This design comes from an exercise in tuning for small area, a short achievable clock period and few clock cycles per item on the open sky130 flow, not from production work. In this exercise RTL edits were held to simulation tests only and were not proved equivalent to the original.

==> design/flow/design.v <==
module ysyx_041461_DIV(
    input  wire   [0:0]  clk          ,
    input  wire   [0:0]  rst          ,
    input  wire   [0:0]  DIV_valid_in ,
    input  wire   [0:0]  DIV_signed   ,
    input  wire   [0:0]  DIV_divw     ,
    input  wire   [63:0] DIV_dividend ,
    input  wire   [63:0] DIV_divisor  ,
    output reg    [0:0]  DIV_valid_out,
    output reg    [63:0] DIV_quotient ,
    output reg    [63:0] DIV_remainder
);
reg  [0:0]  signed_buffer  ;   
reg  [0:0]  divw_buffer    ;     
reg  [63:0] dividend_buffer; 
reg  [63:0] divisor_buffer ;  
reg  [127:0] dividend;
reg  [64:0] divisor;
reg  [63:0] quotient;
wire [64:0] sub_out; 
reg  [63:0] dividend_w;
reg  [32:0] divisor_w;
reg  [31:0] quotient_w;
wire [32:0] subw_out;
reg  [63:0] quotient_out;
reg  [63:0] remainder_out;
reg  [0:0] quotient_positive;
reg  [0:0] remainder_positive;
reg  [6:0] state;
always@(posedge clk or posedge rst) begin
    if(rst == 1'b1) begin
        signed_buffer   <= 1'b0; 
        divw_buffer     <= 1'b0; 
        dividend_buffer <= 64'b0; 
        divisor_buffer  <= 64'b0; 
    end
    else begin
        if(state == 7'b0 && DIV_valid_in == 1'b1) begin
            signed_buffer   <= DIV_signed  ; 
            divw_buffer     <= DIV_divw    ; 
            dividend_buffer <= DIV_dividend; 
            divisor_buffer  <= DIV_divisor ; 
        end
        else begin
            signed_buffer   <= signed_buffer  ;
            divw_buffer     <= divw_buffer    ;
            dividend_buffer <= dividend_buffer;
            divisor_buffer  <= divisor_buffer ;
        end
    end
end
always@(*) begin
    if(signed_buffer == 1'b1) begin
        if(divisor_buffer[63:63] == 1'b1) begin
            divisor = {1'b0, ~divisor_buffer + 1'b1};
        end
        else begin
            divisor = {1'b0, divisor_buffer};
        end
    end
    else begin
        divisor = {1'b0, divisor_buffer};
    end
end
always@(*) begin
    if(signed_buffer == 1'b1) begin
        if(divisor_buffer[31:31] == 1'b1) begin
            divisor_w = {1'b0, ~divisor_buffer[31:0] + 1'b1};
        end
        else begin
            divisor_w = {1'b0, divisor_buffer[31:0]};
        end
    end
    else begin
        divisor_w = {1'b0, divisor_buffer[31:0]};
    end
end
assign sub_out = dividend[127:63] - divisor;
assign subw_out = dividend_w[63:31] - divisor_w;
always@(posedge clk or posedge rst) begin
    if(rst == 1'b1) begin
        dividend <= 128'b0;
    end
    else begin
        if(state == 7'b1) begin
            if(signed_buffer == 1'b1) begin
                if(dividend_buffer[63:63] == 1'b1) begin
                    dividend <= {64'b0, ~dividend_buffer + 1'b1};
                end
                else begin
                    dividend <= {64'b0, dividend_buffer};
                end
            end
            else begin
                dividend <= {64'b0, dividend_buffer};
            end
        end
        else begin
            if(sub_out[64:64] == 1'b1) begin
                dividend <= dividend << 1;
            end
            else begin
                dividend <= {sub_out, dividend[62:0]} << 1;
            end
        end
    end
end
always@(posedge clk or posedge rst) begin
    if(rst == 1'b1) begin
        quotient <= 64'b0;
    end
    else begin
        if(state == 7'b1) begin
            quotient <= 64'b0;
        end
        else begin
            if(sub_out[64:64] == 1'b1) begin
                quotient <= {quotient[63:1], 1'b0} << 1;
            end
            else begin
                quotient <= {quotient[63:1], 1'b1} << 1;
            end
        end
    end
end
always@(posedge clk or posedge rst) begin
    if(rst == 1'b1) begin
        dividend_w <= 64'b0;
    end
    else begin
        if(state == 7'b1) begin
            if(signed_buffer == 1'b1) begin
                if(dividend_buffer[31:31] == 1'b1) begin
                    dividend_w <= {32'b0, ~dividend_buffer[31:0] + 1'b1};
                end
                else begin
                    dividend_w <= {32'b0, dividend_buffer[31:0]};
                end
            end
            else begin
                dividend_w <= {32'b0, dividend_buffer[31:0]};
            end
        end
        else begin
            if(subw_out[32:32] == 1'b1) begin
                dividend_w <= dividend_w << 1;
            end
            else begin
                dividend_w <= {subw_out, dividend_w[30:0]} << 1;
            end
        end
    end
end
always@(posedge clk or posedge rst) begin
    if(rst == 1'b1) begin
        quotient_w <= 32'b0;
    end
    else begin
        if(state == 7'b1) begin
            quotient_w <= 32'b0;
        end
        else begin
            if(subw_out[32:32] == 1'b1) begin
                quotient_w <= {quotient_w[31:1], 1'b0} << 1;
            end
            else begin
                quotient_w <= {quotient_w[31:1], 1'b1} << 1;
            end
        end
    end
end
always@(*) begin
    if(divw_buffer == 1'b0) begin
        if(sub_out[64:64] == 1'b1) begin
            quotient_out = {quotient[63:1], 1'b0};
        end
        else begin
            quotient_out = {quotient[63:1], 1'b1};
        end
    end
    else begin
        if(subw_out[32:32] == 1'b1) begin
            quotient_out = {32'b0, quotient_w[31:1], 1'b0};
        end
        else begin
            quotient_out = {32'b0, quotient_w[31:1], 1'b1};
        end
    end
end
always@(*) begin
    if(divw_buffer == 1'b0) begin
        if(sub_out[64:64] == 1'b1) begin
            remainder_out = dividend[126:63];
        end
        else begin
            remainder_out = sub_out[63:0];
        end
    end
    else begin
        if(subw_out[32:32] == 1'b1) begin
            remainder_out = {32'b0, dividend_w[62:31]};
        end
        else begin
            remainder_out = {32'b0, subw_out[31:0]};
        end
    end
end
always@(*) begin
    if(signed_buffer == 1'b1) begin
        if(divw_buffer == 1'b0) begin
            quotient_positive = ~dividend_buffer[63:63] ^ divisor_buffer[63:63];
            remainder_positive = ~dividend_buffer[63:63];
        end
        else begin
            quotient_positive = ~dividend_buffer[31:31] ^ divisor_buffer[31:31];
            remainder_positive = ~dividend_buffer[31:31];
        end
    end
    else begin
        quotient_positive = 1'b1;
        remainder_positive = 1'b1;
    end
end
always@(*) begin
    if(quotient_positive == 1'b1) begin
        DIV_quotient = quotient_out;
    end
    else begin
        DIV_quotient = ~quotient_out + 1'b1;
    end
end
always@(*) begin
    if(remainder_positive == 1'b1) begin
        DIV_remainder = remainder_out;
    end
    else begin
        DIV_remainder = ~remainder_out + 1'b1;
    end
end
always@(*) begin
    if(state == 7'd33 && divw_buffer == 1'b1) begin
        DIV_valid_out = 1'b1;
    end
    else if(state == 7'd65) begin
        DIV_valid_out = 1'b1;
    end
    else begin
        DIV_valid_out = 1'b0;
    end
end
always@(posedge clk or posedge rst) begin
    if(rst == 1'b1) begin
        state <= 7'b0;
    end
    else begin
        if(state == 7'b0) begin
            if(DIV_valid_in == 1'b1) begin
                state <= state + 1'b1;
            end
            else begin
                state <= state;
            end
        end
        else if(state == 7'd33 && divw_buffer == 1'b1) begin
            state <= 7'b0;
        end
        else if(state == 7'd65) begin
            state <= 7'b0;
        end
        else begin
            state <= state + 1'b1;
        end
    end
end
endmodule
==> design/flow/run.sh <==
#!/bin/bash
# synth_recipe.tcl (not shown) runs the flow's synth.tcl, then flattens the netlist and writes it again
# the make line also repeats each setting of config.mk as NAME=value (left out here)
make -C /OpenROAD-flow-scripts/flow DESIGN_CONFIG=/design/flow/config.mk WORK_HOME=/design/flow/orfs CLKGATE_MAP_FILE= SYNTH_SCRIPT=/design/flow/synth_recipe.tcl finish
==> design/flow/config.mk <==
export PLATFORM = sky130hd
export DESIGN_NAME = ysyx_041461_DIV
export DESIGN_NICKNAME = ysyx_041461_DIV
export VERILOG_FILES = /design/flow/design.v
export SDC_FILE = /design/flow/constraint.sdc
export NUM_CORES = 4
export LEC_CHECK = 0
export CAP_MARGIN = 20
export CORE_MARGIN = 2
export CORE_UTILIZATION = 40
export SLEW_MARGIN = 20
==> design/flow/constraint.sdc <==
create_clock -name core_clock -period 11.0 [get_ports {clk}]
set_input_delay 2.2000 -clock core_clock [delete_from_list [all_inputs] [get_ports {clk}]]
set_output_delay 2.2000 -clock core_clock [all_outputs]
set_load 0.01 [all_outputs]
==> impl_metrics.json, run 1 <==
{
  "cts_num_sinks": 422,
  "worstPathRequired_ns": 8.80,
  "setup.worst_path.start_class": "register",
  "slew_viol_final": 0,
  "via_count": 28860,
  "period_share_pct": 97.70,
  "area_growth_syn_to_layout_pct": 23.30,
  "grt_max_degree": 175,
  "grt_pass1_wl_um": 161600,
  "setup_ws_ns": 0.2526,
  "core-area_um2": 76080,
  "syn-num-nets": 3904,
  "row_count": 101,
  "die_area_um2": 79150,
  "antenna_found_initial": 4,
  "drive_gt1_share_pct": 14.05,
  "synth-async-reset-ratio_pct": 100.0,
  "clkLatencyLatePin_ns": 0.65,
  "wl_per_cell_um": 21.14,
  "worst_ep_arrival_time_ns": 8.55,
  "ys_warn_count": 1,
  "die_w_um": 281.3,
  "hold_path.class": "register to register",
  "min_period_ns": 10.75,
  "routed_wirelength_um": 106500,
  "drt_iter0_drc": 2512,
  "cpMostUsedCell": "buf_4",
  "ys_seq_elements": 422,
  "cap_violations": 0,
  "fin_util_pct": 49.86,
  "finClkSkew_ns": 0.04791,
  "synth_flop_cell": "dfrtp_1",
  "ys_seq_area_share_pct": 34.33,
  "globalRouteOverflowTotal": 0,
  "path_clk_slew_ns": 0.06,
  "portBuffers": 261,
  "h-tree-depth": 2,
  "start_util_pct": 40.44,
  "worstHoldPathCells": 2,
  "synth_area_um2": 30760,
  "avgSynthCellArea_um2": 8.396,
  "drtPass1Iterations": 6,
  "dp_worst_setup_slack_ns": -0.04196,
  "setup_viol": 0,
  "drc_errors": 0,
  "synthDistinctLibCells": 93,
  "root_buffer": "clkbuf_16",
  "grt_pass1_vias": 27090,
  "rr_worst_depth": 29,
  "critical_path.max_fanout": 40,
  "fmax_ghz": 0.09305,
  "nets": 4203,
  "synth-edff-count": 0,
  "slew_headroom_pct": 31.15,
  "grt_usage_pct": 26.12,
  "finalHoldViolCount": 0,
  "syn_inst": 3664,
  "drtAntennaViolNets": 0,
  "cts_made_buffers": 52,
  "status": "timing/DRC/antenna clean",
  "worst_slew_pin_slew_ns": 1.033,
  "setup.worst_path.end_class": "output pin",
  "rsz0062_at_grt": "yes",
  "io_pins": 262,
  "criticalPathCategory": "register to output pin",
  "cp_slowest_stage_delay_ns": 0.56,
  "die_h_um": 281.3,
  "finalSetupTns_ns": 0,
  "dp.final_hpwl_um": 79760,
  "worst_hold_slack_ns": 0.4151,
  "cts_buffer_depth": 3,
  "cts_tree": "yes",
  "post_drt_via_cell_ratio": 5.729,
  "slowest_stage": "or4_4",
  "final.fill_count": 7375,
  "place.gp.congestion": 0.9952
}
kinds of logic after synthesis:
logic type	synth area share (%)
and+or+nand+nor	21.38
AOI/OAI and AO/OA	17.81
DFF	34.33
xor gates and xnor gates	9.850
buffers and inverters	3.408
muxes	8.825
adders and majority gates	4.401
final timing paths:
kind	from	end	slack, ns
setup / recovery	divisor_buffer[2]$_DFFE_PP0P_	DIV_remainder[60]	0.25
hold / removal	dividend[56]$_DFF_PP0_	dividend[57]$_DFF_PP0_	0.42
setup reg to reg	divisor_buffer[2]$_DFFE_PP0P_	dividend[110]$_DFF_PP0_	4.20
hold reg to reg	dividend[56]$_DFF_PP0_	dividend[57]$_DFF_PP0_	0.42
max in group asynchronous	rst[0]	divisor_buffer[49]$_DFFE_PP0P_	7.39
min in group asynchronous	rst[0]	quotient[31]$_DFF_PP0_	2.11
placed cells by master (no fill, tap or decap), types with 40 or more instances in the layout:
master	count
buf_4	182
dfrtp_1	419
ha_1	103
o21ai_0	258
clkbuf_16	53
mux2_2	138
nand4_1	45
inv_1	51
nand2_1	375
a21oi_1	258
nand3_1	60
nor3_1	113
mux2i_1	111
xor2_1	134
a31oi_1	40
and2_1	107
xnor2_1	205
nor2_1	441
clkdlybuf4s50_1	207
repair_timing:
action                     in CTS  in global routing
setup buffers                  13                 16
setup endpoints to repair      71                 89
hold buffers                    0                  0
gates cloned                    0                  1
pin swaps                      24                 34
resized for setup              93                105
routing by layer:
metal / share of wire [%] / global-route usage [%] / up-vias
met2: 43 / 39.73 / 1085
met5: 0.012 / 0 / -
met1: 46 / 37.32 / 13940
met4: 3.2 / 7.870 / 2
met3: 7.6 / 5.287 / 179
li1: - / - / 13650
state kept, by name, indices dropped and copies added (netlist names):
name             count
quotient_w          31
divw_buffer          1
divisor_buffer      64
quotient            63
dividend_w          63
state                7
dividend_buffer     64
dividend           128
signed_buffer        1
cell usage after synthesis, types with 11 or more instances:
| library cell | number | area (µm²) |
|---|---|---|
| or4_1 | 19 | 142.6 |
| and4_1 | 12 | 105.1 |
| o21a_1 | 37 | 277.8 |
| mux2i_1 | 116 | 1161 |
| ha_1 | 105 | 1314 |
| dfrtp_1 | 422 | 10560 |
| o211ai_1 | 26 | 195.2 |
| a31oi_1 | 41 | 256.5 |
| o41ai_1 | 14 | 122.6 |
| clkbuf_1 | 167 | 626.9 |
| a21o_1 | 25 | 187.7 |
| o21bai_1 | 14 | 105.1 |
| o31ai_1 | 27 | 202.7 |
| nand4_1 | 45 | 281.5 |
| nor2b_1 | 17 | 106.4 |
| and3_1 | 27 | 168.9 |
| nand2b_1 | 25 | 156.4 |
| nor2_1 | 444 | 1667 |
| inv_1 | 53 | 198.9 |
| nand3_1 | 63 | 315.3 |
| a211oi_1 | 24 | 180.2 |
| a311oi_1 | 12 | 105.1 |
| or3_1 | 36 | 225.2 |
| buf_1 | 21 | 78.83 |
| nand2_1 | 379 | 1423 |
| a21oi_1 | 260 | 1301 |
| buf_2 | 18 | 90.09 |
| and2_1 | 108 | 675.7 |
| xor2_1 | 136 | 1191 |
| mux2_2 | 138 | 1554 |
| nor4_1 | 40 | 250.2 |
| o21ai_0 | 272 | 1361 |
| xnor2_1 | 210 | 1839 |
| nor3_1 | 124 | 620.6 |
| nor3b_1 | 11 | 82.58 |
worst max-delay path: cells and delay by family (launching register included):
kind / cells / cell delay [ns]
adder cells (fa/ha/maj): 1 / 0.38
XOR/XNOR: 2 / 0.27
buffers and inverters: 8 / 1.39
flip-flops: 1 / 0.45
AND/OR/NAND/NOR: 16 / 3.65
AO/OA/AOI/OAI: 6 / 1.74
layout make-up:
| cell class | instances | area (µm²) | area share (%) |
|---|---|---|---|
| Clock buffer | 62 | 1409 | 3.714 |
| Inverter | 53 | 202.7 | 0.5343 |
| Tap cell | 1030 | 1289 | 3.397 |
| Clock inverter | 35 | 596.8 | 1.573 |
| Multi-Input combinational cell | 2976 | 19700 | 51.94 |
| Sequential cell | 422 | 10570 | 27.85 |
| Timing Repair Buffer | 458 | 4164 | 10.98 |
| Antenna cell | 1 | 2.502 | 0.006597 |
through the flow:
stage               cells  area, µm²
global route         5037      37930
detailed placement   4910      35190
global placement     4910      35190
finish               5037      37930
CTS                  5020      37420
floorplan            3664      30770
Testbench counts, summed over its fixed seeds: cycles 79,744, items 1,600.
==> inputs of run 2 (changes only) <==
==> design/flow/design.v (replaced) <==
module ysyx_041461_DIV(
    input  wire   [0:0]  clk          ,
    input  wire   [0:0]  rst          ,
    input  wire   [0:0]  DIV_valid_in ,
    input  wire   [0:0]  DIV_signed   ,
    input  wire   [0:0]  DIV_divw     ,
    input  wire   [63:0] DIV_dividend ,
    input  wire   [63:0] DIV_divisor  ,
    output reg    [0:0]  DIV_valid_out,
    output wire   [63:0] DIV_quotient ,
    output wire   [63:0] DIV_remainder
);
localparam S_IDLE  = 3'd0;
localparam S_ABS   = 3'd1;
localparam S_LZ    = 3'd2;
localparam S_ALIGN = 3'd3;
localparam S_ITER  = 3'd4;
localparam S_FIX   = 3'd5;
localparam S_DONE  = 3'd6;
reg  [2:0]  state;
reg  [63:0] R;       
reg  [63:0] D;       
reg  [63:0] Q;       
reg  [5:0]  cnt;     
reg  [5:0]  al;      
reg         rneg;    
reg         dneg;    
assign DIV_quotient  = Q;
assign DIV_remainder = R;
wire        a_sb  = DIV_divw ? DIV_dividend[31] : DIV_dividend[63];
wire        b_sb  = DIV_divw ? DIV_divisor[31]  : DIV_divisor[63];
wire        a_neg = DIV_signed & a_sb;
wire        b_neg = DIV_signed & b_sb;
wire [63:0] a_ext = {DIV_divw ? {32{a_neg}} : DIV_dividend[63:32], DIV_dividend[31:0]};
wire [63:0] b_ext = {DIV_divw ? {32{b_neg}} : DIV_divisor[63:32],  DIV_divisor[31:0]};
function [6:0] lzc64(input [63:0] x);
    integer i;
    begin
        lzc64 = 7'd64;
        for (i = 0; i < 64; i = i + 1)
            if (x[i]) lzc64 = 7'd63 - i[6:0];
    end
endfunction
wire [6:0] lz_r = lzc64(R);
wire [6:0] lz_d = lzc64(D);
wire [7:0] sdiff = {1'b0, lz_d} - {1'b0, lz_r};
wire       d_zero = lz_d[6];
wire       no_iter = d_zero | sdiff[7];       
wire [64:0] t = {1'b0, R} - {1'b0, D};
wire        qbit = ~t[64];
wire        need_fix = rneg | (rneg ^ dneg);
wire [5:0]  step = (al[5:4] != 2'd0) ? 6'd16 : (al[3:2] != 2'd0) ? 6'd4 : 6'd1;
wire [5:0]  al_n = al - step;
always @(posedge clk or posedge rst) begin
    if (rst) begin
        state         <= S_IDLE;
        DIV_valid_out <= 1'b0;
    end
    else begin
        DIV_valid_out <= 1'b0;
        case (state)
            S_IDLE:  if (DIV_valid_in) state <= (a_neg | b_neg) ? S_ABS : S_LZ;
            S_ABS:   state <= S_LZ;
            S_LZ:    if (no_iter) begin
                         state <= need_fix ? S_FIX : S_DONE;
                         DIV_valid_out <= ~need_fix;
                     end
                     else state <= (sdiff[5:0] == 6'd0) ? S_ITER : S_ALIGN;
            S_ALIGN: if (al_n == 6'd0) state <= S_ITER;
            S_ITER:  if (cnt == 6'd0) begin
                         state <= need_fix ? S_FIX : S_DONE;
                         DIV_valid_out <= ~need_fix;
                     end
            S_FIX:   begin state <= S_DONE; DIV_valid_out <= 1'b1; end
            default: state <= S_IDLE;
        endcase
    end
end
always @(posedge clk) begin
    case (state)
        S_IDLE: begin
            R    <= a_ext;
            D    <= b_ext;
            rneg <= a_neg;
            dneg <= b_neg;
        end
        S_ABS: begin
            if (rneg) R <= -R;
            if (dneg) D <= -D;
        end
        S_LZ: begin
            Q   <= {64{d_zero}};
            cnt <= sdiff[5:0];
            al  <= sdiff[5:0];
        end
        S_ALIGN: begin
            D  <= (step == 6'd16) ? {D[47:0], 16'b0} :
                  (step == 6'd4)  ? {D[59:0], 4'b0}  : {D[62:0], 1'b0};
            al <= al_n;
        end
        S_ITER: begin
            if (qbit) R <= t[63:0];
            Q   <= {Q[62:0], qbit};
            D   <= {1'b0, D[63:1]};
            cnt <= cnt - 6'd1;
        end
        S_FIX: begin
            if (rneg)        R <= -R;
            if (rneg ^ dneg) Q <= -Q;
        end
        default: ;
    endcase
end
endmodule
==> run 2 against run 1 <==
  * Still clean
  * Critical path depth is 9 lower
  * Via count is 27% lower
  * Die area is 34% lower
  * Critical path type is now register to register
  * Largest cell class unchanged
==> impl_metrics.json, run 2 <==
{
  "hold_path.class": "register to register",
  "synth-edff-count": 206,
  "slew_viol_final": 0,
  "worst_hold_slack_ns": 0.6121,
  "setup.worst_path.start_class": "register",
  "core-area_um2": 49970,
  "critical_path.max_fanout": 6,
  "grt_pass1_wl_um": 120600,
  "ys_seq_elements": 210,
  "cts_num_sinks": 210,
  "ys_warn_count": 1,
  "path_cells": "inv_1 -> ha_1 -> inv_1 -> ha_1 -> nand2b_1 -> a211oi_1 -> o311ai_0 -> a31oi_1 -> o311ai_0 -> a21boi_0 -> o311ai_0 -> a31oi_1 -> o2111ai_1 -> a311oi_1 -> ha_1 -> a21oi_1 -> o21ai_0 -> a21o_1 -> a21o_1 -> xnor2_1 -> and3_1 -> inv_1 -> o21ba_2 -> a221o_1",
  "criticalPathCategory": "register to register",
  "avgSynthCellArea_um2": 8.149,
  "final_common_cell": "clkdlybuf4s50_1",
  "fin_util_pct": 48.33,
  "ys_seq_area_share_pct": 31.15,
  "io_pins": 262,
  "drive_gt1_share_pct": 4.317,
  "synthDistinctLibCells": 78,
  "clkLatencyLatePin_ns": 0.59,
  "synth_top_area_share_pct": 30.66,
  "root_buffer": "clkbuf_16",
  "die_h_um": 228.6,
  "final_cell_mix": "clkdlybuf4s50_1, a21oi_1, o21ai_0",
  "portBuffers": 261,
  "die_area_um2": 52260,
  "reg.largest.list": "D x64, Q x64, R x64",
  "worst_ep_arrival_time_ns": 5.89,
  "post_drt_via_cell_ratio": 6.387,
  "crit_family": "compound AO/OA/AOI/OAI gates",
  "cts_made_buffers": 29,
  "yosysTopAreaCell": "edfxtp_1",
  "yosys-top-cells-area": "edfxtp_1, a21oi_1, xnor2_1, ha_1, o21ai_0",
  "period_share_pct": 49.42,
  "postCtsHoldBufs": 0,
  "via_count": 21170,
  "slowest_stage": "edfxtp_1",
  "path_clk_slew_ns": 0.06,
  "row_count": 82,
  "ctsResizeCount": 0,
  "synth_area_um2": 20180,
  "drt_iter0_drc": 2703,
  "status": "timing/DRC/antenna clean",
  "wl_per_cell_um": 24.26,
  "setup_viol": 0,
  "synth_flop_cell": "edfxtp_1",
  "cp_slowest_stage_delay_ns": 0.47,
  "dp.final_hpwl_um": 57630,
  "antenna_found_initial": 1,
  "slew_headroom_pct": 22.71,
  "h-tree-depth": 1,
  "post_cts.repair.setup_buffers": 0,
  "fmax_ghz": 0.1840,
  "drc_errors": 0,
  "grt_max_degree": 91,
  "routed_wirelength_um": 80390,
  "start_util_pct": 40.38,
  "grt_usage_pct": 29.26,
  "worstPathRequired_ns": 11.45,
  "finalHoldViolCount": 0,
  "drtPass1Iterations": 6,
  "worst_slew_pin_slew_ns": 1.151,
  "min_period_ns": 5.436,
  "area_growth_syn_to_layout_pct": 19.68,
  "die_w_um": 228.6,
  "rsz0062_at_grt": "no",
  "netlist_top_cells_count": "a21oi_1, o21ai_0, edfxtp_1",
  "synth-async-reset-ratio_pct": 1.905,
  "place.gp.congestion": 0.9734,
  "setup.worst_path.end_class": "register",
  "finalSetupTns_ns": 0,
  "syn-num-nets": 2696,
  "drtAntennaViolNets": 0,
  "grt_pass1_vias": 19880,
  "yosysMostFrequentCell": "a21oi_1",
  "cap_violations": 0,
  "cts_buffer_depth": 3,
  "cts_tree": "yes",
  "nets": 2841,
  "finClkSkew_ns": 0.02050,
  "syn_inst": 2476,
  "globalRouteOverflowTotal": 0,
  "critPathBufInv": 3
}
## run 2: cell count changes in the layout (fill, tap and decap cells not counted), sizes merged, moves of 101 or more
cell,change
and2,-101
buf,-174
dfrtp,-418
edfxtp,+206
mux2,-138
nand2,-182
nor2,-243
## run 2: kinds of logic after synthesis
group	Yosys count	share of synthesized area, %
buffers and inverters	303	5.699
xor gates and xnor gates	203	8.812
muxes	60	2.977
AOI/OAI and AO/OA	876	28.00
DFF	210	31.15
and+or+nand+nor	737	17.89
adders and majority gates	87	5.469
## run 2: worst paths after layout
check                                  from              endpoint  slack [ns]  cells after the start
min reg2reg                cnt[0]$_DFFE_PP_      cnt[0]$_DFFE_PP_        0.61                      1
min                        cnt[0]$_DFFE_PP_      cnt[0]$_DFFE_PP_        0.61                      1
min in group asynchronous            rst[0]  state[2]$_DFFE_PP0P_        1.89                      2
max in group asynchronous            rst[0]  state[1]$_DFFE_PP0P_        8.95                      2
max                          D[1]$_DFFE_PP_  state[1]$_DFFE_PP0P_        5.56                     24
max reg2reg                  D[1]$_DFFE_PP_  state[1]$_DFFE_PP0P_        5.56                     24
## run 2: final cells by class
cell class | count | area, µm²
fill | 4941 | 25820
multi-input combinational | 1963 | 12810
sequential | 210 | 6287
timing repair buffer | 288 | 2815
tap | 672 | 840.8
clock buffer | 36 | 752.0
inverter | 129 | 484.2
clock inverter | 15 | 151.4
antenna | 1 | 2.502
## run 2: worst register-to-register path: cells and delay by family (launching register included)
kind | cells | cell delay (ns)
XOR/XNOR | 1 | 0.25
AO/OA/AOI/OAI | 15 | 3.23
AND/OR/NAND/NOR | 2 | 0.31
flip-flops | 1 | 0.47
buffers and inverters | 3 | 0.34
adder cells (fa/ha/maj) | 3 | 0.72
## run 2: routing by layer
metal | vias to the layer above | global-route usage [%] | share of wire (%)
li1 | 9674 | - | -
met1 | 10180 | 42.52 | 44
met2 | 1158 | 44.79 | 44
met3 | 152 | 3.730 | 9.0
met4 | 0 | 9.579 | 3.1
met5 | - | 0 | 0
## run 2: through the flow
stage | setup WS (ns) | area [µm²] | instances
floorplan | 2.854 | 20180 | 2476
global placement | 5.738 | 23230 | 3262
detailed placement | 5.673 | 23230 | 3262
CTS | 5.630 | 24140 | 3313
global route | 5.080 | 24150 | 3314
finish | 5.564 | 24150 | 3314
Testbench counts of run 2, summed over its fixed seeds: cycles 19,898, items 1,600.
==> inputs of run 3 (changes only) <==
--- a/design/flow/config.mk
+++ b/design/flow/config.mk
@@ -5,7 +5,9 @@
 export SDC_FILE = /design/flow/constraint.sdc
 export NUM_CORES = 4
 export LEC_CHECK = 0
+export ABC_CLOCK_PERIOD_IN_PS = 3000
 export CAP_MARGIN = 20
 export CORE_MARGIN = 2
 export CORE_UTILIZATION = 40
+export SETUP_SLACK_MARGIN = 5
 export SLEW_MARGIN = 20
==> run 3 against run 2 <==
  * Still clean
  * Die area unchanged
  * Wire length shrank 0.85%
  * Fmax down 3.7%
  * Setup slack worse by 0.21 ns
  * Critical path depth is 10 lower
  * Largest cell class unchanged
==> impl_metrics.json, run 3 <==
{
  "status": "timing/DRC/antenna clean",
  "place.gp.congestion": 0.9515,
  "netlist_top_cells_count": "a21oi_1, o21ai_0, edfxtp_1",
  "cts_num_sinks": 210,
  "post_drt_via_cell_ratio": 6.373,
  "yosysTopAreaCell": "edfxtp_1",
  "grt_max_degree": 91,
  "drtAntennaViolNets": 0,
  "dr_wl_met2_um": 34320,
  "synthDistinctLibCells": 78,
  "multi_input_area_um2": 12810,
  "h-tree-depth": 1,
  "clkLatencyLatePin_ns": 0.60,
  "wl_per_cell_um": 24.04,
  "yosysMostFrequentCell": "a21oi_1",
  "syn_inst": 2476,
  "register_area_um2": 6287,
  "synth_flop_cell": "edfxtp_1",
  "globalRouteOverflowTotal": 0,
  "grt_pass1_wl_um": 120600,
  "synth_area_um2": 20180,
  "wl_met3_um": 7624,
  "antenna_found_initial": 1,
  "setup_viol": 0,
  "worst_slew_pin_slew_ns": 1.149,
  "ys_seq_elements": 210,
  "fmax_ghz": 0.1772,
  "setup.worst_path.end_class": "register",
  "portBuffers": 261,
  "reg.largest.list": "D x64, Q x64, R x64",
  "root_buffer": "clkbuf_16",
  "worst_hold_slack_ns": 0.6252,
  "ys_warn_count": 1,
  "final_cell_mix": "clkdlybuf4s50_1, a21oi_1, o21ai_0",
  "yosys-top-cells-area": "edfxtp_1, a21oi_1, xnor2_1, ha_1, o21ai_0",
  "die_area_um2": 52260,
  "cap_violations": 0,
  "slew_headroom_pct": 23.32,
  "cts_made_buffers": 29,
  "worstPathRequired_ns": 11.20,
  "cts_buffer_depth": 3,
  "ys_seq_area_share_pct": 31.15,
  "row_count": 82,
  "synth-edff-count": 206,
  "wl_met1_um": 34710,
  "routed_wirelength_um": 79710,
  "slew_viol_final": 0,
  "die_h_um": 228.6,
  "synth_top_area_share_pct": 30.66,
  "nets": 2842,
  "path_clk_slew_ns": 0.06,
  "grt_usage_pct": 29.19,
  "start_util_pct": 40.38,
  "avgSynthCellArea_um2": 8.149,
  "io_pins": 262,
  "ctsResizeCount": 0,
  "finalSetupTns_ns": 0,
  "area_growth_syn_to_layout_pct": 19.68,
  "synth-async-reset-ratio_pct": 1.905,
  "routed.top_layer": "met4",
  "core-area_um2": 49970,
  "finalHoldViolCount": 0,
  "critical_path.max_fanout": 64,
  "syn-num-nets": 2696,
  "hold_path.class": "register to register",
  "drtPass1Iterations": 8,
  "via_count": 21130,
  "criticalPathCategory": "register to register",
  "fin_cells": 3316,
  "final.fill_count": 4897,
  "postCtsHoldBufs": 0,
  "period_share_pct": 51.30,
  "min_period_ns": 5.643,
  "worst_ep_arrival_time_ns": 5.85,
  "die_w_um": 228.6,
  "cts_tree": "yes",
  "placed_cells": 3261,
  "rsz0062_at_grt": "no",
  "finClkSkew_ns": 0.01517,
  "final_common_cell": "clkdlybuf4s50_1",
  "dp.final_hpwl_um": 57890,
  "drive_gt1_share_pct": 4.200,
  "drt_iter0_drc": 2585,
  "setup.worst_path.start_class": "register",
  "drc_errors": 0,
  "post_cts.repair.setup_buffers": 0,
  "grt_pass1_vias": 19910
}
run 3: cell count changes in the layout (fill, tap and decap cells not counted):
cell,delta
buf_4,-1
nor2_2,-1
nor2_1,+1
inv_6,+1
clkbuf_2,+1
buf_2,+1
clkinv_2,-3
clkbuf_1,+1
clkinv_1,+3
clkinvlp_4,-1
run 3: final timing paths:
check / start / endpoint / slack (ns) / cells after the start
worst max-delay path: D[0]$_DFFE_PP_ / R[5]$_DFFE_PP_ / 5.36 / 14
worst min-delay path: cnt[0]$_DFFE_PP_ / cnt[0]$_DFFE_PP_ / 0.63 / 1
worst max register to register: D[0]$_DFFE_PP_ / R[5]$_DFFE_PP_ / 5.36 / 14
worst min register to register: cnt[0]$_DFFE_PP_ / cnt[0]$_DFFE_PP_ / 0.63 / 1
max in group asynchronous: rst[0] / state[1]$_DFFE_PP0P_ / 8.96 / 2
min in group asynchronous: rst[0] / state[2]$_DFFE_PP0P_ / 1.88 / 2
run 3: area by class of cell:
class / count / area share (%)
timing repair buffer: 289 / 11.67
clock buffer: 37 / 3.130
clock inverter: 15 / 0.6166
tap: 672 / 3.482
multi-input combinational: 1963 / 53.05
sequential: 210 / 26.04
inverter: 129 / 2.005
antenna: 1 / 0.01036
run 3: per-layer routing:
| layer | track usage (%) | vias to the layer above |
|---|---|---|
| li1 | - | 9642 |
| met1 | 41.79 | 10170 |
| met2 | 44.18 | 1131 |
| met3 | 4.953 | 189 |
| met4 | 10.29 | 0 |
| met5 | 0 | - |
run 3: through the flow:
| step | utilization [%] | instance area (µm²) | worst slack, ns |
|---|---|---|---|
| after CTS | 48.30 | 24130 | 5.487 |
| after global routing | 48.33 | 24150 | 5.034 |
| after floorplan | - | 20180 | 5.025 |
| after detailed placement | 46.49 | 23230 | 5.498 |
| after global placement | 46.47 | 23220 | 5.730 |
| final | 48.33 | 24150 | 5.357 |
run 3: kinds of logic after synthesis:
group                    after synthesis  synth area share, %
multiplexers                          60                2.977
AO/OA/AOI/OAI                        876                28.00
AND/OR/NAND/NOR                      737                17.89
buffers and inverters                303                5.699
adder cells (fa/ha/maj)               87                5.469
flip-flops                           210                31.15
XOR/XNOR                             203                8.812
run 3: critical path, stage by stage, from the launching register on:
cell	delay, ns
edfxtp_1	0.52
ha_1	0.22
inv_1	0.05
fa_1	0.43
a211oi_1	0.24
nor2_1	0.12
o41ai_1	0.84
a311oi_1	0.37
o21ai_0	0.43
a41oi_1	0.32
a221oi_1	0.43
o21ai_0	0.30
a31oi_1	0.40
o21ai_4	0.09
buf_4	0.38
